Background: an optimization exercise with open tools, aiming at small area and a short achievable clock period. Do not read the settings as production practice.
In this exercise RTL edits were held to simulation tests only and were not proved equivalent to the original.
Power and IR drop assume default switching activity.

==> flow/design.v <==
module rf_dec (input logic [4:0] a, output logic [31:1] sel);
  always_comb for (int k = 1; k < 32; k++) sel[k] = (a == k[4:0]);
endmodule
module rf_l1 (input logic [31:1] sel, input logic [1023:32] d, output logic [511:0] n);
  assign n[31:0] = ~(d[63:32] & {32{sel[1]}});
  always_comb
    for (int j = 1; j < 16; j++)
      n[32*j +: 32] = ~((d[64*j +: 32] & {32{sel[2*j]}}) | (d[64*j+32 +: 32] & {32{sel[2*j+1]}}));
endmodule
module rf_l2 (input logic [511:0] n, output logic [127:0] o);
  always_comb
    for (int j = 0; j < 4; j++)
      o[32*j +: 32] = ~(n[128*j +: 32] & n[128*j+32 +: 32] & n[128*j+64 +: 32] & n[128*j+96 +: 32]);
endmodule
module rf_l3 (input logic [127:0] o, output logic [63:0] n);
  assign n[31:0]  = ~(o[31:0]  | o[63:32]);
  assign n[63:32] = ~(o[95:64] | o[127:96]);
endmodule
module rf_l4 (input logic [63:0] n, output logic [31:0] q);
  assign q = ~(n[31:0] & n[63:32]);
endmodule
module rf_read_port (
    input  logic [4:0]     a,
    input  logic [1023:32] d,
    output logic [31:0]    q,
    output logic [31:0]    qa
);
  logic [31:1]  sel;
  logic [511:0] n1;
  logic [127:0] o2;
  logic [63:0]  n3;
  rf_dec u_dec (.a(a), .sel(sel));
  rf_l1  u_l1  (.sel(sel), .d(d), .n(n1));
  rf_l2  u_l2  (.n(n1), .o(o2));
  rf_l3  u_l3  (.o(o2), .n(n3));
  rf_l4  u_l4  (.n(n3), .q(q));
  rf_l4  u_l4a (.n(n3), .q(qa));
endmodule
module ks_p (input logic [31:0] a, b, output logic [31:0] p);
  assign p = a ^ b;
endmodule
module ks_g (input logic [31:0] a, b, output logic [31:0] g);
  assign g = a & b;
endmodule
module ks_gc (input logic [31:0] a, b, input logic cin, output logic [31:0] g);
  assign g[31:1] = a[31:1] & b[31:1];
  assign g[0] = (a[0] & b[0]) | ((a[0] | b[0]) & cin);
endmodule
module ks_l1 (input logic [31:0] gi, pi, output logic [31:1] go, output logic [31:2] po);
  assign go[1] = ~(gi[1] | (pi[1] & gi[0]));
  assign go[2] = ~(gi[2] | (pi[2] & gi[1]));
  assign po[2] = ~(pi[2] & pi[1]);
  assign go[3] = ~(gi[3] | (pi[3] & gi[2]));
  assign po[3] = ~(pi[3] & pi[2]);
  assign go[4] = ~(gi[4] | (pi[4] & gi[3]));
  assign po[4] = ~(pi[4] & pi[3]);
  assign go[5] = ~(gi[5] | (pi[5] & gi[4]));
  assign po[5] = ~(pi[5] & pi[4]);
  assign go[6] = ~(gi[6] | (pi[6] & gi[5]));
  assign po[6] = ~(pi[6] & pi[5]);
  assign go[7] = ~(gi[7] | (pi[7] & gi[6]));
  assign po[7] = ~(pi[7] & pi[6]);
  assign go[8] = ~(gi[8] | (pi[8] & gi[7]));
  assign po[8] = ~(pi[8] & pi[7]);
  assign go[9] = ~(gi[9] | (pi[9] & gi[8]));
  assign po[9] = ~(pi[9] & pi[8]);
  assign go[10] = ~(gi[10] | (pi[10] & gi[9]));
  assign po[10] = ~(pi[10] & pi[9]);
  assign go[11] = ~(gi[11] | (pi[11] & gi[10]));
  assign po[11] = ~(pi[11] & pi[10]);
  assign go[12] = ~(gi[12] | (pi[12] & gi[11]));
  assign po[12] = ~(pi[12] & pi[11]);
  assign go[13] = ~(gi[13] | (pi[13] & gi[12]));
  assign po[13] = ~(pi[13] & pi[12]);
  assign go[14] = ~(gi[14] | (pi[14] & gi[13]));
  assign po[14] = ~(pi[14] & pi[13]);
  assign go[15] = ~(gi[15] | (pi[15] & gi[14]));
  assign po[15] = ~(pi[15] & pi[14]);
  assign go[16] = ~(gi[16] | (pi[16] & gi[15]));
  assign po[16] = ~(pi[16] & pi[15]);
  assign go[17] = ~(gi[17] | (pi[17] & gi[16]));
  assign po[17] = ~(pi[17] & pi[16]);
  assign go[18] = ~(gi[18] | (pi[18] & gi[17]));
  assign po[18] = ~(pi[18] & pi[17]);
  assign go[19] = ~(gi[19] | (pi[19] & gi[18]));
  assign po[19] = ~(pi[19] & pi[18]);
  assign go[20] = ~(gi[20] | (pi[20] & gi[19]));
  assign po[20] = ~(pi[20] & pi[19]);
  assign go[21] = ~(gi[21] | (pi[21] & gi[20]));
  assign po[21] = ~(pi[21] & pi[20]);
  assign go[22] = ~(gi[22] | (pi[22] & gi[21]));
  assign po[22] = ~(pi[22] & pi[21]);
  assign go[23] = ~(gi[23] | (pi[23] & gi[22]));
  assign po[23] = ~(pi[23] & pi[22]);
  assign go[24] = ~(gi[24] | (pi[24] & gi[23]));
  assign po[24] = ~(pi[24] & pi[23]);
  assign go[25] = ~(gi[25] | (pi[25] & gi[24]));
  assign po[25] = ~(pi[25] & pi[24]);
  assign go[26] = ~(gi[26] | (pi[26] & gi[25]));
  assign po[26] = ~(pi[26] & pi[25]);
  assign go[27] = ~(gi[27] | (pi[27] & gi[26]));
  assign po[27] = ~(pi[27] & pi[26]);
  assign go[28] = ~(gi[28] | (pi[28] & gi[27]));
  assign po[28] = ~(pi[28] & pi[27]);
  assign go[29] = ~(gi[29] | (pi[29] & gi[28]));
  assign po[29] = ~(pi[29] & pi[28]);
  assign go[30] = ~(gi[30] | (pi[30] & gi[29]));
  assign po[30] = ~(pi[30] & pi[29]);
  assign go[31] = ~(gi[31] | (pi[31] & gi[30]));
  assign po[31] = ~(pi[31] & pi[30]);
endmodule
module ks_l2 (input logic [31:0] gi, pi, output logic [31:2] go, output logic [31:4] po);
  assign go[2] = (~gi[2] | (~pi[2] & gi[0]));
  assign go[3] = (~gi[3] | (~pi[3] & ~gi[1]));
  assign go[4] = (~gi[4] | (~pi[4] & ~gi[2]));
  assign po[4] = (~pi[4] & ~pi[2]);
  assign go[5] = (~gi[5] | (~pi[5] & ~gi[3]));
  assign po[5] = (~pi[5] & ~pi[3]);
  assign go[6] = (~gi[6] | (~pi[6] & ~gi[4]));
  assign po[6] = (~pi[6] & ~pi[4]);
  assign go[7] = (~gi[7] | (~pi[7] & ~gi[5]));
  assign po[7] = (~pi[7] & ~pi[5]);
  assign go[8] = (~gi[8] | (~pi[8] & ~gi[6]));
  assign po[8] = (~pi[8] & ~pi[6]);
  assign go[9] = (~gi[9] | (~pi[9] & ~gi[7]));
  assign po[9] = (~pi[9] & ~pi[7]);
  assign go[10] = (~gi[10] | (~pi[10] & ~gi[8]));
  assign po[10] = (~pi[10] & ~pi[8]);
  assign go[11] = (~gi[11] | (~pi[11] & ~gi[9]));
  assign po[11] = (~pi[11] & ~pi[9]);
  assign go[12] = (~gi[12] | (~pi[12] & ~gi[10]));
  assign po[12] = (~pi[12] & ~pi[10]);
  assign go[13] = (~gi[13] | (~pi[13] & ~gi[11]));
  assign po[13] = (~pi[13] & ~pi[11]);
  assign go[14] = (~gi[14] | (~pi[14] & ~gi[12]));
  assign po[14] = (~pi[14] & ~pi[12]);
  assign go[15] = (~gi[15] | (~pi[15] & ~gi[13]));
  assign po[15] = (~pi[15] & ~pi[13]);
  assign go[16] = (~gi[16] | (~pi[16] & ~gi[14]));
  assign po[16] = (~pi[16] & ~pi[14]);
  assign go[17] = (~gi[17] | (~pi[17] & ~gi[15]));
  assign po[17] = (~pi[17] & ~pi[15]);
  assign go[18] = (~gi[18] | (~pi[18] & ~gi[16]));
  assign po[18] = (~pi[18] & ~pi[16]);
  assign go[19] = (~gi[19] | (~pi[19] & ~gi[17]));
  assign po[19] = (~pi[19] & ~pi[17]);
  assign go[20] = (~gi[20] | (~pi[20] & ~gi[18]));
  assign po[20] = (~pi[20] & ~pi[18]);
  assign go[21] = (~gi[21] | (~pi[21] & ~gi[19]));
  assign po[21] = (~pi[21] & ~pi[19]);
  assign go[22] = (~gi[22] | (~pi[22] & ~gi[20]));
  assign po[22] = (~pi[22] & ~pi[20]);
  assign go[23] = (~gi[23] | (~pi[23] & ~gi[21]));
  assign po[23] = (~pi[23] & ~pi[21]);
  assign go[24] = (~gi[24] | (~pi[24] & ~gi[22]));
  assign po[24] = (~pi[24] & ~pi[22]);
  assign go[25] = (~gi[25] | (~pi[25] & ~gi[23]));
  assign po[25] = (~pi[25] & ~pi[23]);
  assign go[26] = (~gi[26] | (~pi[26] & ~gi[24]));
  assign po[26] = (~pi[26] & ~pi[24]);
  assign go[27] = (~gi[27] | (~pi[27] & ~gi[25]));
  assign po[27] = (~pi[27] & ~pi[25]);
  assign go[28] = (~gi[28] | (~pi[28] & ~gi[26]));
  assign po[28] = (~pi[28] & ~pi[26]);
  assign go[29] = (~gi[29] | (~pi[29] & ~gi[27]));
  assign po[29] = (~pi[29] & ~pi[27]);
  assign go[30] = (~gi[30] | (~pi[30] & ~gi[28]));
  assign po[30] = (~pi[30] & ~pi[28]);
  assign go[31] = (~gi[31] | (~pi[31] & ~gi[29]));
  assign po[31] = (~pi[31] & ~pi[29]);
endmodule
module ks_l3 (input logic [31:0] gi, pi, output logic [31:4] go, output logic [31:8] po);
  assign go[4] = ~(gi[4] | (pi[4] & gi[0]));
  assign go[5] = ~(gi[5] | (pi[5] & ~gi[1]));
  assign go[6] = ~(gi[6] | (pi[6] & gi[2]));
  assign go[7] = ~(gi[7] | (pi[7] & gi[3]));
  assign go[8] = ~(gi[8] | (pi[8] & gi[4]));
  assign po[8] = ~(pi[8] & pi[4]);
  assign go[9] = ~(gi[9] | (pi[9] & gi[5]));
  assign po[9] = ~(pi[9] & pi[5]);
  assign go[10] = ~(gi[10] | (pi[10] & gi[6]));
  assign po[10] = ~(pi[10] & pi[6]);
  assign go[11] = ~(gi[11] | (pi[11] & gi[7]));
  assign po[11] = ~(pi[11] & pi[7]);
  assign go[12] = ~(gi[12] | (pi[12] & gi[8]));
  assign po[12] = ~(pi[12] & pi[8]);
  assign go[13] = ~(gi[13] | (pi[13] & gi[9]));
  assign po[13] = ~(pi[13] & pi[9]);
  assign go[14] = ~(gi[14] | (pi[14] & gi[10]));
  assign po[14] = ~(pi[14] & pi[10]);
  assign go[15] = ~(gi[15] | (pi[15] & gi[11]));
  assign po[15] = ~(pi[15] & pi[11]);
  assign go[16] = ~(gi[16] | (pi[16] & gi[12]));
  assign po[16] = ~(pi[16] & pi[12]);
  assign go[17] = ~(gi[17] | (pi[17] & gi[13]));
  assign po[17] = ~(pi[17] & pi[13]);
  assign go[18] = ~(gi[18] | (pi[18] & gi[14]));
  assign po[18] = ~(pi[18] & pi[14]);
  assign go[19] = ~(gi[19] | (pi[19] & gi[15]));
  assign po[19] = ~(pi[19] & pi[15]);
  assign go[20] = ~(gi[20] | (pi[20] & gi[16]));
  assign po[20] = ~(pi[20] & pi[16]);
  assign go[21] = ~(gi[21] | (pi[21] & gi[17]));
  assign po[21] = ~(pi[21] & pi[17]);
  assign go[22] = ~(gi[22] | (pi[22] & gi[18]));
  assign po[22] = ~(pi[22] & pi[18]);
  assign go[23] = ~(gi[23] | (pi[23] & gi[19]));
  assign po[23] = ~(pi[23] & pi[19]);
  assign go[24] = ~(gi[24] | (pi[24] & gi[20]));
  assign po[24] = ~(pi[24] & pi[20]);
  assign go[25] = ~(gi[25] | (pi[25] & gi[21]));
  assign po[25] = ~(pi[25] & pi[21]);
  assign go[26] = ~(gi[26] | (pi[26] & gi[22]));
  assign po[26] = ~(pi[26] & pi[22]);
  assign go[27] = ~(gi[27] | (pi[27] & gi[23]));
  assign po[27] = ~(pi[27] & pi[23]);
  assign go[28] = ~(gi[28] | (pi[28] & gi[24]));
  assign po[28] = ~(pi[28] & pi[24]);
  assign go[29] = ~(gi[29] | (pi[29] & gi[25]));
  assign po[29] = ~(pi[29] & pi[25]);
  assign go[30] = ~(gi[30] | (pi[30] & gi[26]));
  assign po[30] = ~(pi[30] & pi[26]);
  assign go[31] = ~(gi[31] | (pi[31] & gi[27]));
  assign po[31] = ~(pi[31] & pi[27]);
endmodule
module ks_l4 (input logic [31:0] gi, pi, output logic [31:8] go, output logic [31:16] po);
  assign go[8] = (~gi[8] | (~pi[8] & gi[0]));
  assign go[9] = (~gi[9] | (~pi[9] & ~gi[1]));
  assign go[10] = (~gi[10] | (~pi[10] & gi[2]));
  assign go[11] = (~gi[11] | (~pi[11] & gi[3]));
  assign go[12] = (~gi[12] | (~pi[12] & ~gi[4]));
  assign go[13] = (~gi[13] | (~pi[13] & ~gi[5]));
  assign go[14] = (~gi[14] | (~pi[14] & ~gi[6]));
  assign go[15] = (~gi[15] | (~pi[15] & ~gi[7]));
  assign go[16] = (~gi[16] | (~pi[16] & ~gi[8]));
  assign po[16] = (~pi[16] & ~pi[8]);
  assign go[17] = (~gi[17] | (~pi[17] & ~gi[9]));
  assign po[17] = (~pi[17] & ~pi[9]);
  assign go[18] = (~gi[18] | (~pi[18] & ~gi[10]));
  assign po[18] = (~pi[18] & ~pi[10]);
  assign go[19] = (~gi[19] | (~pi[19] & ~gi[11]));
  assign po[19] = (~pi[19] & ~pi[11]);
  assign go[20] = (~gi[20] | (~pi[20] & ~gi[12]));
  assign po[20] = (~pi[20] & ~pi[12]);
  assign go[21] = (~gi[21] | (~pi[21] & ~gi[13]));
  assign po[21] = (~pi[21] & ~pi[13]);
  assign go[22] = (~gi[22] | (~pi[22] & ~gi[14]));
  assign po[22] = (~pi[22] & ~pi[14]);
  assign go[23] = (~gi[23] | (~pi[23] & ~gi[15]));
  assign po[23] = (~pi[23] & ~pi[15]);
  assign go[24] = (~gi[24] | (~pi[24] & ~gi[16]));
  assign po[24] = (~pi[24] & ~pi[16]);
  assign go[25] = (~gi[25] | (~pi[25] & ~gi[17]));
  assign po[25] = (~pi[25] & ~pi[17]);
  assign go[26] = (~gi[26] | (~pi[26] & ~gi[18]));
  assign po[26] = (~pi[26] & ~pi[18]);
  assign go[27] = (~gi[27] | (~pi[27] & ~gi[19]));
  assign po[27] = (~pi[27] & ~pi[19]);
  assign go[28] = (~gi[28] | (~pi[28] & ~gi[20]));
  assign po[28] = (~pi[28] & ~pi[20]);
  assign go[29] = (~gi[29] | (~pi[29] & ~gi[21]));
  assign po[29] = (~pi[29] & ~pi[21]);
  assign go[30] = (~gi[30] | (~pi[30] & ~gi[22]));
  assign po[30] = (~pi[30] & ~pi[22]);
  assign go[31] = (~gi[31] | (~pi[31] & ~gi[23]));
  assign po[31] = (~pi[31] & ~pi[23]);
endmodule
module ks_l5 (input logic [31:0] gi, pi, output logic [31:16] go);
  assign go[16] = ~(gi[16] | (pi[16] & gi[0]));
  assign go[17] = ~(gi[17] | (pi[17] & ~gi[1]));
  assign go[18] = ~(gi[18] | (pi[18] & gi[2]));
  assign go[19] = ~(gi[19] | (pi[19] & gi[3]));
  assign go[20] = ~(gi[20] | (pi[20] & ~gi[4]));
  assign go[21] = ~(gi[21] | (pi[21] & ~gi[5]));
  assign go[22] = ~(gi[22] | (pi[22] & ~gi[6]));
  assign go[23] = ~(gi[23] | (pi[23] & ~gi[7]));
  assign go[24] = ~(gi[24] | (pi[24] & gi[8]));
  assign go[25] = ~(gi[25] | (pi[25] & gi[9]));
  assign go[26] = ~(gi[26] | (pi[26] & gi[10]));
  assign go[27] = ~(gi[27] | (pi[27] & gi[11]));
  assign go[28] = ~(gi[28] | (pi[28] & gi[12]));
  assign go[29] = ~(gi[29] | (pi[29] & gi[13]));
  assign go[30] = ~(gi[30] | (pi[30] & gi[14]));
  assign go[31] = ~(gi[31] | (pi[31] & gi[15]));
endmodule
module ks_sum (input logic [31:0] p, g, output logic [31:1] s);
  assign s[1] = p[1] ^ g[0];
  assign s[2] = p[2] ^ ~g[1];
  assign s[3] = p[3] ^ g[2];
  assign s[4] = p[4] ^ g[3];
  assign s[5] = p[5] ^ ~g[4];
  assign s[6] = p[6] ^ ~g[5];
  assign s[7] = p[7] ^ ~g[6];
  assign s[8] = p[8] ^ ~g[7];
  assign s[9] = p[9] ^ g[8];
  assign s[10] = p[10] ^ g[9];
  assign s[11] = p[11] ^ g[10];
  assign s[12] = p[12] ^ g[11];
  assign s[13] = p[13] ^ g[12];
  assign s[14] = p[14] ^ g[13];
  assign s[15] = p[15] ^ g[14];
  assign s[16] = p[16] ^ g[15];
  assign s[17] = p[17] ^ ~g[16];
  assign s[18] = p[18] ^ ~g[17];
  assign s[19] = p[19] ^ ~g[18];
  assign s[20] = p[20] ^ ~g[19];
  assign s[21] = p[21] ^ ~g[20];
  assign s[22] = p[22] ^ ~g[21];
  assign s[23] = p[23] ^ ~g[22];
  assign s[24] = p[24] ^ ~g[23];
  assign s[25] = p[25] ^ ~g[24];
  assign s[26] = p[26] ^ ~g[25];
  assign s[27] = p[27] ^ ~g[26];
  assign s[28] = p[28] ^ ~g[27];
  assign s[29] = p[29] ^ ~g[28];
  assign s[30] = p[30] ^ ~g[29];
  assign s[31] = p[31] ^ ~g[30];
endmodule
module ks_add32 (input logic [31:0] a, b, output logic [31:0] s);
  logic [31:0] p, g;
  logic [31:0] g1, p1;
  logic [31:0] g2, p2;
  logic [31:0] g3, p3;
  logic [31:0] g4, p4;
  logic [31:0] g5, p5;
  ks_p u_p (.a(a), .b(b), .p(p));
  ks_g u_g (.a(a), .b(b), .g(g));
  assign p1[1:0] = '0;
  assign g1[0:0] = g[0:0];
  ks_l1 u_l1 (.gi(g), .pi(p), .go(g1[31:1]), .po(p1[31:2]));
  assign p2[3:0] = '0;
  assign g2[1:0] = g1[1:0];
  ks_l2 u_l2 (.gi(g1), .pi(p1), .go(g2[31:2]), .po(p2[31:4]));
  assign p3[7:0] = '0;
  assign g3[3:0] = g2[3:0];
  ks_l3 u_l3 (.gi(g2), .pi(p2), .go(g3[31:4]), .po(p3[31:8]));
  assign p4[15:0] = '0;
  assign g4[7:0] = g3[7:0];
  ks_l4 u_l4 (.gi(g3), .pi(p3), .go(g4[31:8]), .po(p4[31:16]));
  assign p5 = '0;
  assign g5[15:0] = g4[15:0];
  ks_l5 u_l5 (.gi(g4), .pi(p4), .go(g5[31:16]));
  assign s[0] = p[0];
  ks_sum u_s (.p(p), .g(g5), .s(s[31:1]));
endmodule
module ks_addc32 (input logic [31:0] a, b, input logic cin, output logic [31:0] s, output logic cout);
  logic [31:0] p, g;
  logic [31:0] g1, p1;
  logic [31:0] g2, p2;
  logic [31:0] g3, p3;
  logic [31:0] g4, p4;
  logic [31:0] g5, p5;
  ks_p u_p (.a(a), .b(b), .p(p));
  ks_gc u_g (.a(a), .b(b), .cin(cin), .g(g));
  assign p1[1:0] = '0;
  assign g1[0:0] = g[0:0];
  ks_l1 u_l1 (.gi(g), .pi(p), .go(g1[31:1]), .po(p1[31:2]));
  assign p2[3:0] = '0;
  assign g2[1:0] = g1[1:0];
  ks_l2 u_l2 (.gi(g1), .pi(p1), .go(g2[31:2]), .po(p2[31:4]));
  assign p3[7:0] = '0;
  assign g3[3:0] = g2[3:0];
  ks_l3 u_l3 (.gi(g2), .pi(p2), .go(g3[31:4]), .po(p3[31:8]));
  assign p4[15:0] = '0;
  assign g4[7:0] = g3[7:0];
  ks_l4 u_l4 (.gi(g3), .pi(p3), .go(g4[31:8]), .po(p4[31:16]));
  assign p5 = '0;
  assign g5[15:0] = g4[15:0];
  ks_l5 u_l5 (.gi(g4), .pi(p4), .go(g5[31:16]));
  assign s[0] = p[0] ^ cin;
  assign cout = ~g5[31];
  ks_sum u_s (.p(p), .g(g5), .s(s[31:1]));
endmodule
module TopLevel (
    input  logic        clk, rst,
    output logic [31:0] imem_addr,
    input  logic [31:0] imem_rdata,
    output logic [31:0] dmem_addr,
    output logic [31:0] dmem_wdata,
    output logic [3:0]  dmem_wstrb,
    output logic        dmem_re,
    input  logic [31:0] dmem_rdata
);
  logic [31:0] ins;
  logic [4:0]  op, rs1a, rs2a, rda;
  logic [2:0]  f3;
  assign ins  = imem_rdata;
  assign op   = ins[6:2];
  assign f3   = ins[14:12];
  assign rs1a = ins[19:15];
  assign rs2a = ins[24:20];
  assign rda  = ins[11:7];
  logic is_load, is_store, is_branch, is_jal, is_jalr, is_lui, is_auipc;
  assign is_load   = ~op[4] & ~op[3] & ~op[2];    
  assign is_store  = ~op[4] &  op[3] & ~op[2];    
  assign is_branch =  op[4] & ~op[0];             
  assign is_jal    =  op[4] &  op[1];             
  assign is_jalr   =  op[4] &  op[0] & ~op[1];    
  assign is_lui    =  op[3] &  op[2] &  op[0];    
  assign is_auipc  = ~op[3] &  op[2] &  op[0];    
  logic reg_wr;
  assign reg_wr = ~is_store & ~is_branch;
  logic [31:0] immI, immU, immC;
  assign immI = {{20{ins[31]}}, ins[31:20]};
  assign immU = {ins[31:12], 12'b0};
  always_comb begin
    if (is_branch)   immC = {{20{ins[31]}}, ins[7], ins[30:25], ins[11:8], 1'b0};
    else if (is_jal) immC = {{12{ins[31]}}, ins[19:12], ins[20], ins[30:21], 1'b0};
    else             immC = immU;
  end
  logic [31:0]    wd, wdg;
  logic [1023:32] rff;
  assign wdg = rst ? 32'd0 : wd;
  genvar gi;
  generate
    for (gi = 1; gi < 32; gi = gi + 1) begin : g_rf
      logic [31:0] q;
      always_ff @(posedge clk)
        if (rst | (reg_wr & (rda == gi))) q <= wdg;
      assign rff[32*gi +: 32] = q;
    end
  endgenerate
  logic [31:0] rs1, rs2, rs1a_q, rs2a_q;
  rf_read_port rp1 (.a(rs1a), .d(rff), .q(rs1), .qa(rs1a_q));
  rf_read_port rp2 (.a(rs2a), .d(rff), .q(rs2), .qa(rs2a_q));
  logic [31:1] pc;
  logic [31:0] pc4, pcadd, npc;
  assign imem_addr = {pc, 1'b0};
  assign pc4       = {pc[31:2] + 30'd1, pc[1], 1'b0};
  assign pcadd     = {pc, 1'b0} + immC;
  logic [31:0] addr;
  ks_add32 u_aadd (.a(rs1a_q), .b({immI[31:5], is_store ? ins[11:7] : ins[24:20]}), .s(addr));
  logic [31:0] opb, sum, shin, shr, shres, alu;
  logic        sub_en, carry, lt, ltu, eq, cond;
  assign opb    = op[3] ? rs2 : immI;                  
  assign sub_en = op[4] | f3[1] | (op[3] & ins[30]);
  ks_addc32 u_alu_add (.a(rs1), .b(opb ^ {32{sub_en}}), .cin(sub_en), .s(sum), .cout(carry));
  assign ltu    = ~carry;
  assign lt     = (rs1[31] ^ opb[31]) ? rs1[31] : sum[31];
  assign eq     = (rs1 == rs2);
  always_comb
    if (f3[2]) cond = (f3[1] ? ltu : lt) ^ f3[0];
    else       cond = eq ^ f3[0];
  always_comb begin
    for (int k = 0; k < 32; k++) shin[k] = f3[2] ? rs1[k] : rs1[31-k];
  end
  assign shr = 32'($signed({f3[2] & ins[30] & rs1[31], shin}) >>> opb[4:0]);
  always_comb begin
    for (int k = 0; k < 32; k++) shres[k] = f3[2] ? shr[k] : shr[31-k];
  end
  always_comb
    case (f3)
      3'b000:  alu = sum;
      3'b001:  alu = shres;
      3'b010:  alu = {31'd0, lt};
      3'b011:  alu = {31'd0, ltu};
      3'b100:  alu = rs1 ^ opb;
      3'b101:  alu = shres;
      3'b110:  alu = rs1 | opb;
      default: alu = rs1 & opb;
    endcase
  logic [1:0] la;
  assign la = rs1[1:0] + ins[21:20];
  logic [7:0]  lbyte;
  logic [15:0] lhalf;
  logic [31:0] ld;
  always_comb begin
    case (la)
      2'b00:   lbyte = dmem_rdata[7:0];
      2'b01:   lbyte = dmem_rdata[15:8];
      2'b10:   lbyte = dmem_rdata[23:16];
      default: lbyte = dmem_rdata[31:24];
    endcase
    lhalf = la[1] ? dmem_rdata[31:16] : dmem_rdata[15:0];
    if (f3[1])      ld = dmem_rdata;
    else if (f3[0]) ld = {{16{~f3[2] & lhalf[15]}}, lhalf};
    else            ld = {{24{~f3[2] & lbyte[7]}}, lbyte};
  end
  assign dmem_addr  = addr;
  assign dmem_re    = is_load;
  assign dmem_wdata = f3[1] ? rs2a_q : f3[0] ? {2{rs2a_q[15:0]}} : {4{rs2a_q[7:0]}};
  always_comb begin
    if (!is_store)  dmem_wstrb = 4'b0000;
    else if (f3[1]) dmem_wstrb = 4'b1111;
    else if (f3[0]) dmem_wstrb = addr[1] ? 4'b1100 : 4'b0011;
    else            dmem_wstrb = 4'b0001 << addr[1:0];
  end
  always_comb begin
    if (op[4])                wd = pc4;                   
    else if (~op[2])          wd = ld;                    
    else if (op[0])           wd = op[3] ? immU : pcadd;  
    else                      wd = alu;                   
  end
  always_comb begin
    if (is_jalr)                         npc = {addr[31:1], 1'b0};
    else if (is_jal | (is_branch & cond)) npc = pcadd;
    else                                 npc = pc4;
  end
  always_ff @(posedge clk)
    if (rst) pc <= 31'd0;
    else     pc <= npc[31:1];
endmodule
==> flow/flow/run.sh <==
#!/bin/bash
# The standard layout with these changes:
#  - the port buffers are buf_4 cells (buffer_ports' own pick is a slow delay cell);
#  - timing repair aims SETUP_SLACK_MARGIN below the clock period;
#  - clock tree synthesis inserts no dummy loads.
# The full make output goes to standard_flow.log; ORFS's own logs are under orfs/logs.
set -euo pipefail
cd "$(dirname "$0")/.."
bash standard.sh \
  "BUFFER_PORTS_ARGS=-buffer_cell sky130_fd_sc_hd__buf_4" \
  SETUP_SLACK_MARGIN=6 \
  "CTS_ARGS=-sink_clustering_enable -repair_clock_nets -buf_list sky130_fd_sc_hd__clkbuf_8 -dont_use_dummy_load" \
  finish > standard_flow.log 2>&1
==> flow/standard.sh <==
#!/bin/bash
# synth_recipe.tcl (not shown) runs the flow's synth.tcl, then flattens the netlist and writes it again
# the make line also repeats each setting of config.mk as NAME=value (left out here)
make -C /OpenROAD-flow-scripts/flow DESIGN_CONFIG=/design/flow/config.mk WORK_HOME=/design/flow/orfs CLKGATE_MAP_FILE= SYNTH_SCRIPT=/design/flow/synth_recipe.tcl "${@:-finish}"
==> flow/config.mk <==
export PLATFORM = sky130hd
export DESIGN_NAME = TopLevel
export DESIGN_NICKNAME = TopLevel
export VERILOG_FILES = /design/flow/design.v
export SDC_FILE = /design/flow/constraint.sdc
export NUM_CORES = 4
export LEC_CHECK = 0
export CAP_MARGIN = 10
export CORE_MARGIN = 2
export CORE_UTILIZATION = 55
export CTS_BUF_LIST = sky130_fd_sc_hd__clkbuf_8
export PLACE_DENSITY = 0.75
export SLEW_MARGIN = 10
export SYNTH_HIERARCHICAL = 1
export SYNTH_MINIMUM_KEEP_SIZE = 0
==> flow/constraint.sdc <==
create_clock -name core_clock -period 15.0 [get_ports {clk}]
set_input_delay 3.0000 -clock core_clock [delete_from_list [all_inputs] [get_ports {clk}]]
set_output_delay 3.0000 -clock core_clock [all_outputs]
set_load 0.01 [all_outputs]
==> results.json, run 1 <==
{
  "arrival_ns": 6.76,
  "num_rows": 118,
  "portBuffers": 163,
  "cp_max_fo": 16,
  "rr_endpoint": "g_rf[19].q[0]",
  "first_iter_violations": 10500,
  "ys_warn_count": 10,
  "cts_root_buffer": "clkbuf_8",
  "holdPathStages": 2,
  "finClkSkew_ns": 0.174,
  "syn_inst": 5198,
  "drc_errors": 0,
  "power_leakage_nw": 24.4,
  "tns_ns": 0,
  "antenna_left": 0,
  "grt_pass1_vias": 48200,
  "die_w_um": 327,
  "setup_viol": 0,
  "core_area_mm2": 0.103,
  "clock_sinks": 1023,
  "num_vias": 53400,
  "worstSetupPathType": "input port to primary output",
  "ff2ff_path_depth": 22,
  "hold_path.class": "register to register",
  "synth_nets": 5362,
  "grt.total_usage_pct": 45.1,
  "clk_path_buf_depth": 3,
  "die_y_um": 327,
  "cts_buffers": 159,
  "period_share_pct": 65.1,
  "place.gp.congestion": 1.10,
  "r2r-start": "g_rf[26].q[9]",
  "hold_viol": 0,
  "crit_slowest_cell": "nor2_4",
  "failed_checks": "max-capacitance violations, max-slew violations",
  "dp_cells": 6552,
  "drive_gt1_share_pct": 24.3,
  "routed_wl_um": 257000,
  "ios": 167,
  "whs_endpoint": "pc[1]",
  "power.density_mw_per_mm2": 126,
  "crit_chain": "buf_16 > nand2b_4 > buf_4 > nor2_4 > buf_12 > a22oi_1 > nand4_1 > nor2_4 > nand2_4 > xor2_4 > nand2_2 > nor2_2 > nand2_1 > nor2_1 > a21oi_2 > xnor2_2 > buf_4",
  "cts_tree": "yes",
  "grt_overflow": 0,
  "die_area_mm2": 0.107,
  "syn_to_final_growth_pct": 19.8,
  "holdBufCountCts": 0,
  "rsz0062_at_grt": "true",
  "dr.pass1.iters": 12,
  "layout_commonest_cell": "edfxtp_1",
  "cp_top_family": "simple AND/OR/NAND/NOR gates",
  "grt_max_degree": 64,
  "clk_pin_slew_ns": 0.06,
  "syn_area_mm2": 0.0572,
  "fin_cells": 6951,
  "wl_per_cell_um": 37.0,
  "start_kind": "input port",
  "cap_violations": 1,
  "min_period_ns": 9.76,
  "avgSynthCellArea_um2": 11.0,
  "worst_pin_slew_ns": 1.61,
  "fill_cells": 7408,
  "hpwl_um": 153000,
  "antenna_found_initial": 11,
  "outcome": "finished with violations",
  "ir_drop_uv": 80.7,
  "slew_violations": 3,
  "maxSlewHeadroom_pct": -8.42,
  "nNetsFinal": 5725,
  "start_util_pct": 55.4,
  "power_mw": 8.66,
  "via_per_inst": 7.69,
  "grt_pass1_wl_um": 343000,
  "mostFrequentLayoutCells": "edfxtp_1, a22oi_1, nand2_1",
  "crit_required_ns": 12.00,
  "h-tree-depth": 4,
  "hold_start": "pc[1]",
  "fmax_ghz": 0.102,
  "max_stage_delay_ns": 0.52,
  "endpoint_kind": "primary output",
  "insertion_delay_ns": 0.94,
  "crit_buf_inv": 4,
  "regToRegSetupSlack_ns": 8.39
}
==> tightest hold or removal path: stages, from the launching register on <==
cell,delay (ns)
dfxtp_1,0.38
nand2_1,0.09
a21oi_1,0.06
==> worst max path at each step <==
stage | start | endpoint | slack [ns] | cells past startpoint
final | imem_rdata[18] | dmem_addr[24] | 5.24 | 17
after floorplan | imem_rdata[24] | g_rf[10].q[26] | 6.06 | 27
after detailed placement | imem_rdata[23] | pc[26] | 4.09 | 27
after global placement | imem_rdata[23] | pc[26] | 4.13 | 27
after CTS | imem_rdata[15] | dmem_addr[30] | 5.82 | 17
after global routing | imem_rdata[18] | dmem_addr[24] | 5.39 | 17
==> power breakdown <==
group	switching, mW	internal (mW)	leakage [nW]
registers	0.172	3.50	10.4
logic	2.04	1.03	12.8
clock network	0.993	0.930	1.14
==> layer usage <==
| layer | global-route usage [%] | vias up | wire [um] |
|---|---|---|---|
| li1 | - | 21000 | - |
| met1 | 55.5 | 25500 | 81600 |
| met2 | 63.4 | 5581 | 104000 |
| met3 | 20.1 | 1340 | 47500 |
| met4 | 30.8 | 16 | 23800 |
| met5 | 1.15 | - | 647 |
==> per-stage QoR <==
| stage | utilization (%) | area (um^2) | worst slack (ns) | hold WS, ns |
|---|---|---|---|---|
| 2_1_floorplan | - | 57300 | 6.06 | 0.508 |
| 3_3_place_gp | 58.0 | 59900 | 4.13 | 0.538 |
| 3_5_place_dp | 58.0 | 59900 | 4.09 | 0.546 |
| 4_1_cts | 64.3 | 66400 | 5.82 | 0.553 |
| 5_1_grt | 66.3 | 68500 | 5.39 | 0.580 |
| 6_report | 66.3 | 68600 | 5.24 | 0.571 |
==> timing repair <==
item / in CTS / in global routing
endpoints found under the setup margin: 552 / 724
buffers inserted: 128 / 76
gates resized for setup: 598 / 231
hold endpoints to repair: 0 / 0
pin swaps: 169 / 134
cloned: 14 / 10
==> sequential cells by signal (all words and copies together), names as in the netlist <==
name	flops
g_rf.q	992
pc	31
==> cell type report <==
class / count / area (um^2) / share of cell area (%)
clock buffer: 159 / 2190 / 3.19
multi-input combinational: 3759 / 28600 / 41.7
tap: 1380 / 1730 / 2.52
timing repair buffer: 516 / 5230 / 7.63
sequential: 1023 / 30400 / 44.4
inverter: 102 / 390 / 0.569
antenna: 12 / 30.0 / 0.0438
==> run 2: changes to the inputs <==
--- a/flow/design.v
+++ b/flow/design.v
@@ -2,14 +2,13 @@
   always_comb for (int k = 1; k < 32; k++) sel[k] = (a == k[4:0]);
 endmodule
-module rf_l1 (input logic [31:1] sel, input logic [1023:32] d, output logic [511:0] n);
-  assign n[31:0] = ~(d[63:32] & {32{sel[1]}});
+module rf_l12 (input logic [31:1] sel, input logic [31:1] d, output logic [3:0] o);
+  logic [15:0] n;
+  assign n[0] = ~(d[1] & sel[1]);
   always_comb
     for (int j = 1; j < 16; j++)
-      n[32*j +: 32] = ~((d[64*j +: 32] & {32{sel[2*j]}}) | (d[64*j+32 +: 32] & {32{sel[2*j+1]}}));
-endmodule
-module rf_l2 (input logic [511:0] n, output logic [127:0] o);
+      n[j] = ~((d[2*j] & sel[2*j]) | (d[2*j+1] & sel[2*j+1]));
   always_comb
     for (int j = 0; j < 4; j++)
-      o[32*j +: 32] = ~(n[128*j +: 32] & n[128*j+32 +: 32] & n[128*j+64 +: 32] & n[128*j+96 +: 32]);
+      o[j] = ~(n[4*j] & n[4*j+1] & n[4*j+2] & n[4*j+3]);
 endmodule
 module rf_l3 (input logic [127:0] o, output logic [63:0] n);
@@ -27,10 +26,18 @@
 );
   logic [31:1]  sel;
-  logic [511:0] n1;
   logic [127:0] o2;
   logic [63:0]  n3;
   rf_dec u_dec (.a(a), .sel(sel));
-  rf_l1  u_l1  (.sel(sel), .d(d), .n(n1));
-  rf_l2  u_l2  (.n(n1), .o(o2));
+  for (genvar b = 0; b < 32; b++) begin : g_bit
+    logic [31:1] db;
+    logic [3:0]  ob;
+    for (genvar k = 1; k < 32; k++) begin : g_reg
+      assign db[k] = d[32*k + b];
+    end
+    rf_l12 u_l12 (.sel(sel), .d(db), .o(ob));
+    for (genvar j = 0; j < 4; j++) begin : g_out
+      assign o2[32*j + b] = ob[j];
+    end
+  end
   rf_l3  u_l3  (.o(o2), .n(n3));
   rf_l4  u_l4  (.n(n3), .q(q));
@@ -431,5 +438,5 @@
   logic [31:0] addr;
   ks_add32 u_aadd (.a(rs1a_q), .b({immI[31:5], is_store ? ins[11:7] : ins[24:20]}), .s(addr));
-  logic [31:0] opb, sum, shin, shr, shres, alu;
+  logic [31:0] opb, sum, shin, shr, shres, alu, xo;
   logic        sub_en, carry, lt, ltu, eq, cond;
   assign opb    = op[3] ? rs2 : immI;                  
@@ -438,5 +445,6 @@
   assign ltu    = ~carry;
   assign lt     = (rs1[31] ^ opb[31]) ? rs1[31] : sum[31];
-  assign eq     = (rs1 == rs2);
+  assign xo     = rs1 ^ opb;                          
+  assign eq     = ~|xo;
   always_comb
     if (f3[2]) cond = (f3[1] ? ltu : lt) ^ f3[0];
@@ -455,5 +463,5 @@
       3'b010:  alu = {31'd0, lt};
       3'b011:  alu = {31'd0, ltu};
-      3'b100:  alu = rs1 ^ opb;
+      3'b100:  alu = xo;
       3'b101:  alu = shres;
       3'b110:  alu = rs1 | opb;
--- a/flow/flow/run.sh
+++ b/flow/flow/run.sh
@@ -9,5 +9,5 @@
 bash standard.sh \
   "BUFFER_PORTS_ARGS=-buffer_cell sky130_fd_sc_hd__buf_4" \
-  SETUP_SLACK_MARGIN=6 \
+  SETUP_SLACK_MARGIN=5 \
   "CTS_ARGS=-sink_clustering_enable -repair_clock_nets -buf_list sky130_fd_sc_hd__clkbuf_8 -dont_use_dummy_load" \
   finish > standard_flow.log 2>&1
==> run 2 against run 1 <==
The layout still fails its checks (max-capacitance violations, max-slew violations). Routed wire length shrank 6.9%. Flip-flop and latch count is the same. Cell count shrank 5.7%. Synthesized cell count shrank 5.6%. Area after synthesis shrank 3.3%. Largest cell class unchanged. Sequential power is essentially flat.
==> results.json, run 2 <==
{
  "core_area_mm2": 0.0999,
  "cap_violations": 1,
  "cp_top_family": "simple AND/OR/NAND/NOR gates",
  "grt_max_degree": 66,
  "postLayoutCellArea_mm2": 0.0623,
  "nNetsFinal": 5412,
  "ios": 167,
  "outcome": "finished with violations",
  "grt.total_usage_pct": 45.3,
  "power.density_mw_per_mm2": 128,
  "ir_drop_uv": 91.3,
  "final_util_pct": 62.4,
  "insertion_delay_ns": 0.88,
  "clock_sinks": 1023,
  "num_rows": 116,
  "top_regs": "g_rf.q: 992 flops, pc: 31 flops",
  "worst_pin_slew_ns": 1.52,
  "largest_reg_flops": 992,
  "holdBufCountCts": 0,
  "worstSetupPathType": "input port to primary output",
  "avgSynthCellArea_um2": 11.3,
  "clk_path_buf_depth": 3,
  "grt_overflow": 0,
  "syn_area_mm2": 0.0554,
  "die_y_um": 321,
  "drive_gt1_share_pct": 14.8,
  "start_util_pct": 55.4,
  "hpwl_um": 155000,
  "max_stage_delay_ns": 0.52,
  "synth_nets": 5071,
  "routed_wl_um": 239000,
  "antenna_left": 0,
  "num_vias": 50100,
  "grt_pass1_vias": 45800,
  "rsz0062_at_grt": "true",
  "cp_max_fo": 32,
  "period_share_pct": 68.0,
  "dp_cells": 6373,
  "power_mw": 7.96,
  "crit_buf_inv": 4,
  "slew_violations": 32,
  "arrival_ns": 7.20,
  "hold_start": "pc[1]",
  "setup_viol": 0,
  "crit_slowest_cell": "xnor2_1",
  "fin_cells": 6557,
  "crit_chain": "buf_4 > nand3b_1 > buf_4 > nor2_2 > buf_4 > a22oi_1 > nand4_1 > nor2_4 > nand2_1 > xor2_1 > nand2_1 > nor2_1 > nand2_1 > nor2_1 > a21oi_2 > xnor2_1 > buf_4",
  "cts_buffers": 158,
  "cts_root_buffer": "clkbuf_8",
  "min_period_ns": 10.20,
  "grt_pass1_wl_um": 329000,
  "crit_required_ns": 12.00,
  "drc_errors": 0,
  "ys_warn_count": 9,
  "regMostFlops": "g_rf.q",
  "maxSlewHeadroom_pct": -1.25,
  "antenna_found_initial": 12,
  "h-tree-depth": 4,
  "die_w_um": 321,
  "dpl_cell_area_mm2": 0.0595,
  "die_area_mm2": 0.103,
  "tns_ns": 0,
  "timing.critical_path.mode_cell": "buf_4",
  "dpl_worst_slack_ns": 3.41,
  "layout_commonest_cell": "edfxtp_1",
  "fmax_ghz": 0.0980,
  "cts_tree": "yes",
  "portBuffers": 163,
  "power_leakage_nw": 22.3,
  "r2r-start": "g_rf[24].q[6]",
  "clk_pin_slew_ns": 0.06,
  "failed_checks": "max-capacitance violations, max-slew violations",
  "via_per_inst": 7.64,
  "wl_per_cell_um": 36.5,
  "syn_inst": 4907,
  "syn_to_final_growth_pct": 12.5,
  "start_kind": "input port",
  "finClkSkew_ns": 0.109,
  "hold_ws_ns": 0.660,
  "hold_viol": 0,
  "place.gp.congestion": 1.07,
  "hold_path.class": "register to register",
  "setup_slack_ns": 4.80,
  "crit_path_start": "imem_rdata[15]",
  "first_iter_violations": 9135,
  "mostFrequentLayoutCells": "edfxtp_1, a22oi_1, nand2_1",
  "dr.pass1.iters": 11,
  "endpoint_kind": "primary output"
}
==> run 2: cell types whose count changed in the layout (fill, tap and decap cells not counted), sizes merged, moves of 10 or more <==
cell / delta
a222oi: +63
nand4: -61
buf: -189
nand3: +76
xnor2: -40
nand2: -55
o21ai: -34
a22oi: -64
nor2: -20
mux2: -10
clkbuf: -11
==> run 2: path summary, 6_finish.rpt <==
path	to	slack, ns	depth (start not counted)
max	dmem_addr[22]	4.80	17
min	pc[1]	0.66	2
max reg2reg	g_rf[31].q[30]	7.94	23
min reg2reg	pc[1]	0.66	2
==> run 2: layer usage <==
layer  global-route usage (%)  routed length (um)
met1                     56.3               79000
met2                     63.1               97000
met3                     20.7               43300
met4                     29.9               19800
met5                    0.662                 436
==> run 2: timing repair <==
item                                    in CTS  in global routing
hold endpoints to repair                     0                  0
pin swaps                                    0                  8
endpoints found under the setup margin      65                144
resized for setup                           39                 64
setup buffers                                2                  9
==> run 2: worst min-delay path: cells and delay by family (launching register included) <==
kind	cells	cell delay, ns
compound gates	2	0.25
flops	1	0.36
==> run 2: layout make-up <==
cell class              instances  area (um^2)
flip-flops and latches       1023        30400
repair buffers                314         2390
fillers                      8023        37600
clock buffers                 158         2170
multi-input cells            3643        25200
diodes                         13         32.5
inverters                     108          413
well taps                    1298         1620
==> run 2: where the power goes <==
group	internal, mW	leakage [nW]	total (mW)	switching [mW]
logic	0.703	10.7	2.41	1.71
clock network	0.925	1.14	1.90	0.973
registers	3.49	10.4	3.65	0.159
==> run 3: changes to the inputs <==
--- a/flow/config.mk
+++ b/flow/config.mk
@@ -6,10 +6,10 @@
 export NUM_CORES = 4
 export LEC_CHECK = 0
-export CAP_MARGIN = 10
+export CAP_MARGIN = 20
 export CORE_MARGIN = 2
 export CORE_UTILIZATION = 55
 export CTS_BUF_LIST = sky130_fd_sc_hd__clkbuf_8
 export PLACE_DENSITY = 0.75
-export SLEW_MARGIN = 10
+export SLEW_MARGIN = 20
 export SYNTH_HIERARCHICAL = 1
 export SYNTH_MINIMUM_KEEP_SIZE = 0
==> run 3 against run 2 <==
Now clean on timing, DRC and antenna. Clock skew fell by 0.0026 ns. Non-clock buffer count rose by 2. Cell count did not move. Combinational power barely moved. Count of clock-buffer cells in the layout rose by 2. Sequential share of layout area fell by 0.058 points. Via count barely moved. Cell area rose by 0.12%. Utilization rose by 0.074 points. Area after synthesis did not move. Global-route usage fell by 0.19 points. Largest cell class unchanged. Highest routed layer unchanged.
==> results.json, run 3 <==
{
  "hpwl_um": 155000,
  "nNetsFinal": 5416,
  "drc_errors": 0,
  "place.gp.congestion": 1.07,
  "ys_warn_count": 9,
  "crit_slowest_cell": "nor2_1",
  "dr.pass1.iters": 10,
  "arrival_ns": 7.20,
  "syn_to_final_growth_pct": 12.7,
  "cts_root_buffer": "clkbuf_8",
  "dpl_cell_area_mm2": 0.0596,
  "clock_sinks": 1023,
  "largest_reg_flops": 992,
  "cp_max_fo": 32,
  "postLayoutCellArea_mm2": 0.0624,
  "h-tree-depth": 4,
  "crit_buf_inv": 3,
  "cts_buffers": 160,
  "cts_tree": "yes",
  "wl_per_cell_um": 36.4,
  "syn_area_mm2": 0.0554,
  "grt_pass1_wl_um": 328000,
  "grt.total_usage_pct": 45.1,
  "die_w_um": 321,
  "routed_wl_um": 239000,
  "period_share_pct": 68.0,
  "worst_pin_slew_ns": 1.33,
  "clk_pin_slew_ns": 0.06,
  "die_area_mm2": 0.103,
  "clk_path_buf_depth": 3,
  "regMostFlops": "g_rf.q",
  "grt_pass1_vias": 45700,
  "avgSynthCellArea_um2": 11.3,
  "antenna_left": 0,
  "insertion_delay_ns": 0.89,
  "start_util_pct": 55.4,
  "core_area_mm2": 0.0999,
  "syn_inst": 4907,
  "top_regs": "g_rf.q: 992 flops, pc: 31 flops",
  "ios": 167,
  "crit_chain": "buf_4 > nand2b_1 > nor2_2 > buf_4 > a22oi_1 > nand4_1 > nor2_1 > nand2_1 > mux2i_1 > o21ai_0 > buf_4",
  "first_iter_violations": 9354,
  "max_stage_delay_ns": 1.05,
  "fmax_ghz": 0.0980,
  "holdBufCountCts": 0,
  "drive_gt1_share_pct": 15.1,
  "layout_commonest_cell": "edfxtp_1",
  "ff2ff_path_depth": 23,
  "start_kind": "input port",
  "cap_violations": 0,
  "die_y_um": 321,
  "cp_top_family": "simple AND/OR/NAND/NOR gates",
  "outcome": "complete, no violations",
  "holdPathStages": 2,
  "mostFrequentLayoutCells": "edfxtp_1, a22oi_1, nand2_1",
  "rsz0062_at_grt": "true",
  "setup_slack_ns": 4.80,
  "min_period_ns": 10.20,
  "maxSlewHeadroom_pct": 11.2,
  "dpl_worst_slack_ns": 3.43,
  "power.density_mw_per_mm2": 128,
  "synth_nets": 5071,
  "worstSetupPathType": "input port to primary output",
  "finClkSkew_ns": 0.107,
  "num_vias": 50100,
  "antenna_found_initial": 9,
  "power_leakage_nw": 22.3,
  "grt_overflow": 0,
  "cp.depth": 11,
  "portBuffers": 163,
  "hold_viol": 0,
  "hold_ws_ns": 0.660,
  "ir_drop_uv": 96.7,
  "via_per_inst": 7.63,
  "crit_required_ns": 12.00,
  "tns_ns": 0,
  "grt_max_degree": 66,
  "slew_violations": 0,
  "timing.critical_path.mode_cell": "buf_4",
  "num_rows": 116,
  "hold_path.class": "register to register",
  "endpoint_kind": "primary output",
  "setup_viol": 0
}
## run 3: cell type report
cell class	count	area [um^2]
multi-input combinational	3643	25300
timing repair buffer	316	2430
inverter	108	410
tap	1298	1620
clock buffer	160	2200
antenna	9	22.5
fill	7969	37500
sequential	1023	30400
## run 3: path summary, 6_finish.rpt
kind / to / startpoint / slack [ns]
worst min-delay path: pc[1] / pc[1] / 0.66
worst max register to register: g_rf[20].q[30] / g_rf[24].q[6] / 7.95
worst min register to register: pc[1] / pc[1] / 0.66
worst max-delay path: dmem_wdata[27] / imem_rdata[23] / 4.80
## run 3: per-layer routing
metal,up-vias,track usage [%],wire length (um)
met1,24000,56.2,79500
met2,4689,62.7,96100
met3,966,20.5,42800
li1,20400,-,-
met5,-,0,128
met4,10,29.9,20500
## run 3: where the power goes
| part | switching, mW | internal, mW | leakage, nW |
|---|---|---|---|
| logic | 1.71 | 0.708 | 10.8 |
| registers | 0.159 | 3.49 | 10.4 |
| clock network | 0.981 | 0.936 | 1.15 |
| total | 2.85 | 5.13 | 22.3 |
## run 3: repair_timing
item                       4_1_cts  5_1_grt
pin swaps                        0        8
resized for setup               39       70
setup endpoints to repair       64       79
buffers inserted                 2       10
## run 3: worst register-to-register path: stages (launching register included)
cell and delay, ns:
edfxtp_1 0.38, a22oi_1 0.20, nand4_1 0.40, nor2_1 0.77, nand2_1 0.28, mux2i_1 0.55, inv_1 0.18, xnor2_1 0.34
xor2_1 0.37, nand2_1 0.15, nor2_1 0.22, nand2_1 0.10, o21ai_1 0.27, a21oi_1 0.19, xnor2_1 0.22, mux2_2 0.32
a211oi_2 0.38, o311ai_0 0.21, inv_1 0.08, o311ai_0 0.29, and4b_1 0.33, o31ai_1 0.09, nand3_2 0.13, buf_4 0.23
## run 3: stage by stage
stage	utilization [%]	power [mW]	instances
floorplan	-	4.92	4907
global placement	59.6	5.87	6373
detailed placement	59.6	5.91	6375
CTS	62.0	7.79	6537
global route	62.4	8.17	6550
finish	62.4	7.98	6557
==> run 4: changes to the inputs <==
--- a/flow/design.v
+++ b/flow/design.v
@@ -379,4 +379,12 @@
   ks_sum u_s (.p(p), .g(g5), .s(s[31:1]));
 endmodule
+module late_mux32 (
+    input  logic        s,
+    input  logic [31:0] a,    
+    input  logic [31:0] b,
+    output logic [31:0] y
+);
+  assign y = s ? a : b;
+endmodule
 module TopLevel (
     input  logic        clk, rst,
@@ -416,7 +424,6 @@
     else             immC = immU;
   end
-  logic [31:0]    wd, wdg;
+  logic [31:0]    wdg;
   logic [1023:32] rff;
-  assign wdg = rst ? 32'd0 : wd;
   genvar gi;
   generate
@@ -432,5 +439,5 @@
   rf_read_port rp2 (.a(rs2a), .d(rff), .q(rs2), .qa(rs2a_q));
   logic [31:1] pc;
-  logic [31:0] pc4, pcadd, npc;
+  logic [31:0] pc4, pcadd;
   assign imem_addr = {pc, 1'b0};
   assign pc4       = {pc[31:2] + 30'd1, pc[1], 1'b0};
@@ -459,5 +466,5 @@
   always_comb
     case (f3)
-      3'b000:  alu = sum;
+      3'b000:  alu = 32'd0;          
       3'b001:  alu = shres;
       3'b010:  alu = {31'd0, lt};
@@ -494,17 +501,20 @@
     else            dmem_wstrb = 4'b0001 << addr[1:0];
   end
-  always_comb begin
-    if (op[4])                wd = pc4;                   
-    else if (~op[2])          wd = ld;                    
-    else if (op[0])           wd = op[3] ? immU : pcadd;  
-    else                      wd = alu;                   
-  end
-  always_comb begin
-    if (is_jalr)                         npc = {addr[31:1], 1'b0};
-    else if (is_jal | (is_branch & cond)) npc = pcadd;
-    else                                 npc = pc4;
-  end
+  logic [31:0] wd_other;
+  logic        sel_sum;
+  assign sel_sum = op[2] & ~op[0] & ~op[4] & (f3 == 3'b000);    
+  always_comb begin
+    if (op[4])                wd_other = pc4;                   
+    else if (~op[2])          wd_other = ld;                    
+    else if (op[0])           wd_other = op[3] ? immU : pcadd;  
+    else                      wd_other = alu;                   
+  end
+  late_mux32 u_wb (.s(sel_sum & ~rst), .a(sum), .b(wd_other & {32{~rst}}), .y(wdg));
+  logic        take;
+  logic [31:0] npc_other, pc_d;
+  assign take      = is_jal | (is_branch & cond);
+  assign npc_other = is_jalr ? {addr[31:1], 1'b0} : pc4;
+  late_mux32 u_npc (.s(take & ~rst), .a(pcadd), .b(npc_other & {32{~rst}}), .y(pc_d));
   always_ff @(posedge clk)
-    if (rst) pc <= 31'd0;
-    else     pc <= npc[31:1];
+    pc <= pc_d[31:1];
 endmodule
--- a/flow/flow/run.sh
+++ b/flow/flow/run.sh
@@ -9,5 +9,5 @@
 bash standard.sh \
   "BUFFER_PORTS_ARGS=-buffer_cell sky130_fd_sc_hd__buf_4" \
-  SETUP_SLACK_MARGIN=5 \
+  SETUP_SLACK_MARGIN=5.5 \
   "CTS_ARGS=-sink_clustering_enable -repair_clock_nets -buf_list sky130_fd_sc_hd__clkbuf_8 -dont_use_dummy_load" \
   finish > standard_flow.log 2>&1
==> run 4 against run 3 <==
Combinational power grew 13%. Routed wire length grew 4.0%. Count of clock-buffer cells in the layout grew 2. Register-to-register slack gained 0.38 ns. Cell count grew 1.1%. Critical endpoint is now dmem_addr[2]. Largest power group unchanged.
==> results.json, run 4 <==
{
  "hpwl_um": 161000,
  "portBuffers": 163,
  "cts_root_buffer": "clkbuf_8",
  "slew_violations": 0,
  "wl_per_cell_um": 37.5,
  "wl_met2_um": 103000,
  "rr_endpoint": "g_rf[2].q[0]",
  "r2r-start": "g_rf[24].q[0]",
  "fin_cells": 6630,
  "num_rows": 117,
  "start_kind": "input port",
  "cts_buffers": 162,
  "mostFrequentLayoutCells": "edfxtp_1, a22oi_1, nand2_1",
  "ir_drop_uv": 90.7,
  "clk_pin_slew_ns": 0.05,
  "p_seq_share_pct": 44.4,
  "grt.total_usage_pct": 46.6,
  "min_period_ns": 9.66,
  "whs_endpoint": "pc[1]",
  "arrival_ns": 6.66,
  "die_w_um": 323,
  "power_frac_clock_pct": 23.1,
  "place.gp.congestion": 1.07,
  "tns_ns": 0,
  "avgSynthCellArea_um2": 11.4,
  "holdPathStages": 3,
  "start_util_pct": 55.3,
  "route.met3.wl_um": 41900,
  "syn_area_mm2": 0.0560,
  "cts_tree": "yes",
  "die_y_um": 323,
  "fill_cells": 8012,
  "power.density_mw_per_mm2": 131,
  "period_share_pct": 64.4,
  "drc_errors": 0,
  "clock_sinks": 1023,
  "antenna_found_initial": 15,
  "hold_path.class": "register to register",
  "outcome": "complete, no violations",
  "net-switching-power_mw": 3.08,
  "maxSlewHeadroom_pct": 16.7,
  "num_vias": 50200,
  "worstSetupPathType": "input port to primary output",
  "layout_commonest_cell": "edfxtp_1",
  "routed_wl_um": 248000,
  "grt_max_degree": 71,
  "grt_pass1_wl_um": 341000,
  "dr.pass1.iters": 12,
  "worst_pin_slew_ns": 1.25,
  "regToRegSetupSlack_ns": 8.33,
  "drive_gt1_share_pct": 18.9,
  "regMostFlops": "g_rf.q",
  "top_regs": "g_rf.q: 992 flops, pc: 31 flops",
  "insertion_delay_ns": 0.89,
  "combPwrFrac_pct": 32.4,
  "rsz0062_at_grt": "true",
  "via_per_inst": 7.57,
  "antenna_left": 0,
  "h-tree-depth": 4,
  "largest_reg_flops": 992,
  "finClkSkew_ns": 0.0884,
  "power_leakage_nw": 23.0,
  "synth_nets": 5054,
  "dpl_worst_slack_ns": 4.23,
  "grt_overflow": 0,
  "grt_pass1_vias": 46600,
  "core_area_mm2": 0.101,
  "clk_path_buf_depth": 3,
  "hold_start": "pc[1]",
  "cp_max_fo": 16,
  "wirelength_met1_um": 82100,
  "nNetsFinal": 5421,
  "dp_cells": 6401,
  "setup_slack_ns": 5.34,
  "ys_warn_count": 9,
  "ff2ff_path_depth": 23,
  "power.share.switching_pct": 36.6,
  "fmax_ghz": 0.104,
  "syn_inst": 4891,
  "setup_viol": 0,
  "first_iter_violations": 8970,
  "syn_to_final_growth_pct": 15.0,
  "ios": 167,
  "hold_viol": 0,
  "endpoint_kind": "primary output",
  "final_util_pct": 63.6,
  "top_layer_used": "met5",
  "crit_required_ns": 12.00,
  "die_area_mm2": 0.104,
  "internal-power_mw": 5.34,
  "cap_violations": 0
}
run 4: power groups by stage:
| stage | Combinational [mW] | Clock, mW | Sequential, mW |
|---|---|---|---|
| floorplan | 1.34 | 0 | 3.74 |
| global placement | 2.34 | 0 | 3.76 |
| detailed placement | 2.35 | 0 | 3.79 |
| CTS | 2.47 | 1.94 | 3.73 |
| global route | 2.80 | 2.05 | 3.77 |
| finish | 2.73 | 1.95 | 3.74 |
run 4: how the worst max path moves through the flow:
stage | from | end | slack (ns) | cells after the start
finish | imem_rdata[16] | dmem_addr[2] | 5.34 | 16
global route | imem_rdata[19] | dmem_addr[28] | 5.42 | 17
CTS | imem_rdata[15] | dmem_addr[30] | 5.46 | 17
detailed placement | imem_rdata[19] | dmem_addr[30] | 4.23 | 16
global placement | imem_rdata[19] | dmem_addr[29] | 4.24 | 16
floorplan | imem_rdata[19] | dmem_addr[31] | 5.77 | 14
run 4: timing repair:
| item | CTS | global route |
|---|---|---|
| setup endpoints to repair | 42 | 91 |
| hold buffers | 0 | 0 |
| pin swaps | 31 | 71 |
| gates resized for setup | 248 | 164 |
| cloned | 2 | 1 |
| setup buffers | 23 | 35 |
run 4: layout make-up:
| type | instances | area, um^2 | area share, % |
|---|---|---|---|
| inverter | 112 | 429 | 0.666 |
| tap | 1368 | 1710 | 2.66 |
| clock buffer | 162 | 2230 | 3.46 |
| multi-input combinational | 3624 | 26700 | 41.4 |
| timing repair buffer | 335 | 2960 | 4.59 |
| antenna | 6 | 15.0 | 0.0233 |
| sequential | 1023 | 30400 | 47.2 |
run 4: layer usage:
metal,track usage [%],vias up
met5,0.0926,-
met4,31.2,10
met3,20.5,945
met2,66.5,4635
met1,57.0,24200
li1,-,20400
run 4: worst max-delay path, cell delays in order:
cell	delay, ns
buf_6	0.16
or3b_4	0.48
nor2_4	0.15
buf_4	0.16
bufbuf_16	0.34
a22oi_1	0.12
nand4_1	0.18
nor2_4	0.06
buf_12	0.14
nand2_2	0.11
and2_4	0.24
a21oi_4	0.10
buf_4	0.15
buf_4	0.12
xnor2_1	0.85
buf_4	0.27
run 4: metrics by stage:
stage	cell area, um^2	hold WS [ns]	power, mW
floorplan	56000	0.718	5.08
global placement	59500	0.785	6.10
detailed placement	59500	0.785	6.14
CTS	63200	0.798	8.14
global route	64400	0.839	8.62
finish	64400	0.820	8.43
==> run 5: changes to the inputs <==
==> flow/flow/run.sh (replaced) <==
#!/bin/bash
# The standard layout with these changes:
#  - the port buffers are buf_2 cells (buffer_ports' own pick is a slow delay cell);
#  - timing repair aims SETUP_SLACK_MARGIN below the clock period;
#  - clock tree synthesis inserts no dummy loads and clusters up to 14 sinks per leaf buffer.
# The full make output goes to standard_flow.log; ORFS's own logs are under orfs/logs.
set -euo pipefail
cd "$(dirname "$0")/.."
bash standard.sh \
  "BUFFER_PORTS_ARGS=-buffer_cell sky130_fd_sc_hd__buf_2" \
  SETUP_SLACK_MARGIN=5.5 \
  "CTS_ARGS=-sink_clustering_enable -repair_clock_nets -buf_list sky130_fd_sc_hd__clkbuf_8 -sink_clustering_size 14 -sink_clustering_max_diameter 80 -dont_use_dummy_load" \
  finish > standard_flow.log 2>&1
==> run 5 against run 4 <==
Critical path type is now input port to register. Non-clock buffer count grew 5. Power shrank 8.1%. Sequential power about the same. Synthesized cell count is the same. Worst hold slack got worse by 0.0095 ns. Global-route usage fell by 1.9 points. Critical endpoint is now g_rf[10].q[31]. Die area did not move. Clock skew shrank 0.0096 ns. Worst setup slack worse by 0.041 ns. Cell area decreased by 2.8%.
==> results.json, run 5 <==
{
  "core_area_mm2": 0.101,
  "die_y_um": 323,
  "first_iter_violations": 9443,
  "hold_ws_ns": 0.811,
  "min_period_ns": 9.70,
  "insertion_delay_ns": 0.77,
  "cap_violations": 0,
  "antenna_found_initial": 15,
  "ff2ff_path_depth": 16,
  "outcome": "complete, no violations",
  "crit_slowest_cell": "mux2_2",
  "clk_path_buf_depth": 3,
  "place.gp.congestion": 1.08,
  "holdPathStages": 3,
  "endpoint_kind": "register",
  "syn_area_mm2": 0.0560,
  "crit_required_ns": 15.41,
  "start_kind": "input port",
  "die_w_um": 323,
  "cts_buffers": 86,
  "finClkSkew_ns": 0.0788,
  "num_rows": 117,
  "slew_violations": 0,
  "hold_viol": 0,
  "portBuffers": 163,
  "maxSlewHeadroom_pct": 16.5,
  "fmax_ghz": 0.103,
  "layout_commonest_cell": "edfxtp_1",
  "largest_reg_flops": 992,
  "dr.pass1.iters": 10,
  "cp_max_fo": 32,
  "grt.total_usage_pct": 44.7,
  "hold_path.class": "register to register",
  "nNetsFinal": 5351,
  "power_mw": 7.75,
  "grt_overflow": 0,
  "syn_inst": 4891,
  "crit_chain": "clkbuf_4 > or3b_4 > nor2_2 > buf_4 > a22oi_1 > nand4_1 > nor2_4 > nand2_1 > mux2i_2 > buf_6 > inv_1 > buf_4 > nand2_1 > o22ai_1 > a21oi_1 > mux2i_1 > a211oi_1 > a22oi_1 > o32ai_1 > mux2_2",
  "grt_pass1_vias": 44900,
  "num_vias": 49800,
  "hpwl_um": 157000,
  "cts_tree": "yes",
  "top_regs": "g_rf.q: 992 flops, pc: 31 flops",
  "drive_gt1_share_pct": 17.8,
  "clk_pin_slew_ns": 0.08,
  "via_per_inst": 7.60,
  "ys_warn_count": 9,
  "h-tree-depth": 3,
  "clock_sinks": 1023,
  "max_stage_delay_ns": 0.91,
  "grt_max_degree": 63,
  "ir_drop_uv": 97.3,
  "arrival_ns": 10.11,
  "synth_nets": 5054,
  "power.density_mw_per_mm2": 124,
  "period_share_pct": 64.7,
  "drc_errors": 0,
  "mostFrequentLayoutCells": "edfxtp_1, a22oi_1, nand2_1",
  "worstSetupPathType": "input port to register",
  "grt_pass1_wl_um": 329000,
  "worst_pin_slew_ns": 1.25,
  "syn_to_final_growth_pct": 11.9,
  "cts_root_buffer": "clkbuf_8",
  "routed_wl_um": 240000,
  "wl_per_cell_um": 36.6,
  "setup_viol": 0,
  "start_util_pct": 55.3,
  "rsz0062_at_grt": "true",
  "ios": 167,
  "avgSynthCellArea_um2": 11.4,
  "antenna_left": 0,
  "regMostFlops": "g_rf.q",
  "power_leakage_nw": 22.3,
  "tns_ns": 0,
  "die_area_mm2": 0.104
}
run 5: cell count changes in the layout (fill, tap and decap cells not counted), sizes merged:
| cell | previous run | this run |
|---|---|---|
| buf | 331 | 334 |
| diode | 6 | 5 |
| clkbuf | 164 | 92 |
| mux2 | 91 | 92 |
| bufbuf | 2 | 0 |
run 5: repair_timing:
action | CTS | global route
setup buffers | 12 | 44
hold buffers | 0 | 0
hold endpoints to repair | 0 | 0
pin swaps | 23 | 74
endpoints found under the setup margin | 97 | 123
gates cloned | 0 | 2
gates resized for setup | 187 | 214
run 5: worst paths after layout:
path                            slack [ns]           start        endpoint
worst max-delay path                  5.30  imem_rdata[21]  g_rf[10].q[31]
worst min-delay path                  0.81           pc[1]           pc[1]
worst max register to register        8.19   g_rf[26].q[0]  g_rf[10].q[31]
worst min register to register        0.81           pc[1]           pc[1]
run 5: worst max-delay path, delay by kind of cell:
family          cells  cell delay, ns
compound gates      6            2.39
mux                 3            1.42
simple gates        6            2.01
buf+inv             5            1.18
run 5: cell type report:
cell class                      count  area, um^2
Tap cell                         1368        1710
Sequential cell                  1023       30400
Fill cell                        8184       38700
Clock buffer                       86        1180
Timing Repair Buffer              340        2470
Multi-Input combinational cell   3625       26400
Inverter                          112         425
Antenna cell                        5        12.5
run 5: report_power, final:
part	internal, mW	total, mW	switching [mW]
logic	0.775	2.62	1.84
clock network	0.511	1.40	0.886
registers	3.55	3.73	0.186
total	4.83	7.75	2.91
run 5: per-layer routing:
metal	up-vias	wire length (um)	GRT usage (%)
li1	20200	-	-
met1	24200	82100	58.1
met2	4524	98000	63.3
met3	853	41100	17.5
met4	10	18500	26.2
met5	-	62	0
run 5: metrics by stage:
step           util (%)  area [um^2]  setup slack, ns  cells
6_report           61.8        62600             5.30   6559
5_1_grt            61.8        62600             5.41   6557
4_1_cts            60.5        61300             5.45   6508
3_5_place_dp       58.4        59200             4.22   6410
3_3_place_gp       58.4        59200             4.21   6410
2_1_floorplan         -        56000             5.77   4891

## port drivers added, routing unchanged
No port has a modelled driver above. Below, the same layouts with a new extraction and two added sets of constraints.
Step 1 assumes that a clkbuf_16 drives the clock port and a buf_2 every other input.
Step 2 also shifts input and output timing later by t, the mid clock arrival at the registers, as if the neighbouring blocks saw the same clock.
a / b / c = ideal / step 1 / step 2; a / b = the first two.
| run | shift t [ns] | setup WS [ns] | cell pins on the clock port's net |
|---|---|---|---|
| run 1 | 0.926 | 5.238 / 5.085 / 4.713 | 1 |
| run 2 | 0.897 | 4.796 / 4.764 / 4.098 | 1 |
| run 3 | 0.905 | 4.798 / 4.767 / 4.132 | 1 |
| run 4 | 0.923 | 5.343 / 5.295 / 4.689 | 1 |
| run 5 | 0.807 | 5.301 / 5.346 / 4.539 | 1 |
For run 5, which loses most, drivers alone change the setup slack by +0.045 ns; drivers and shift together by -0.762 ns.
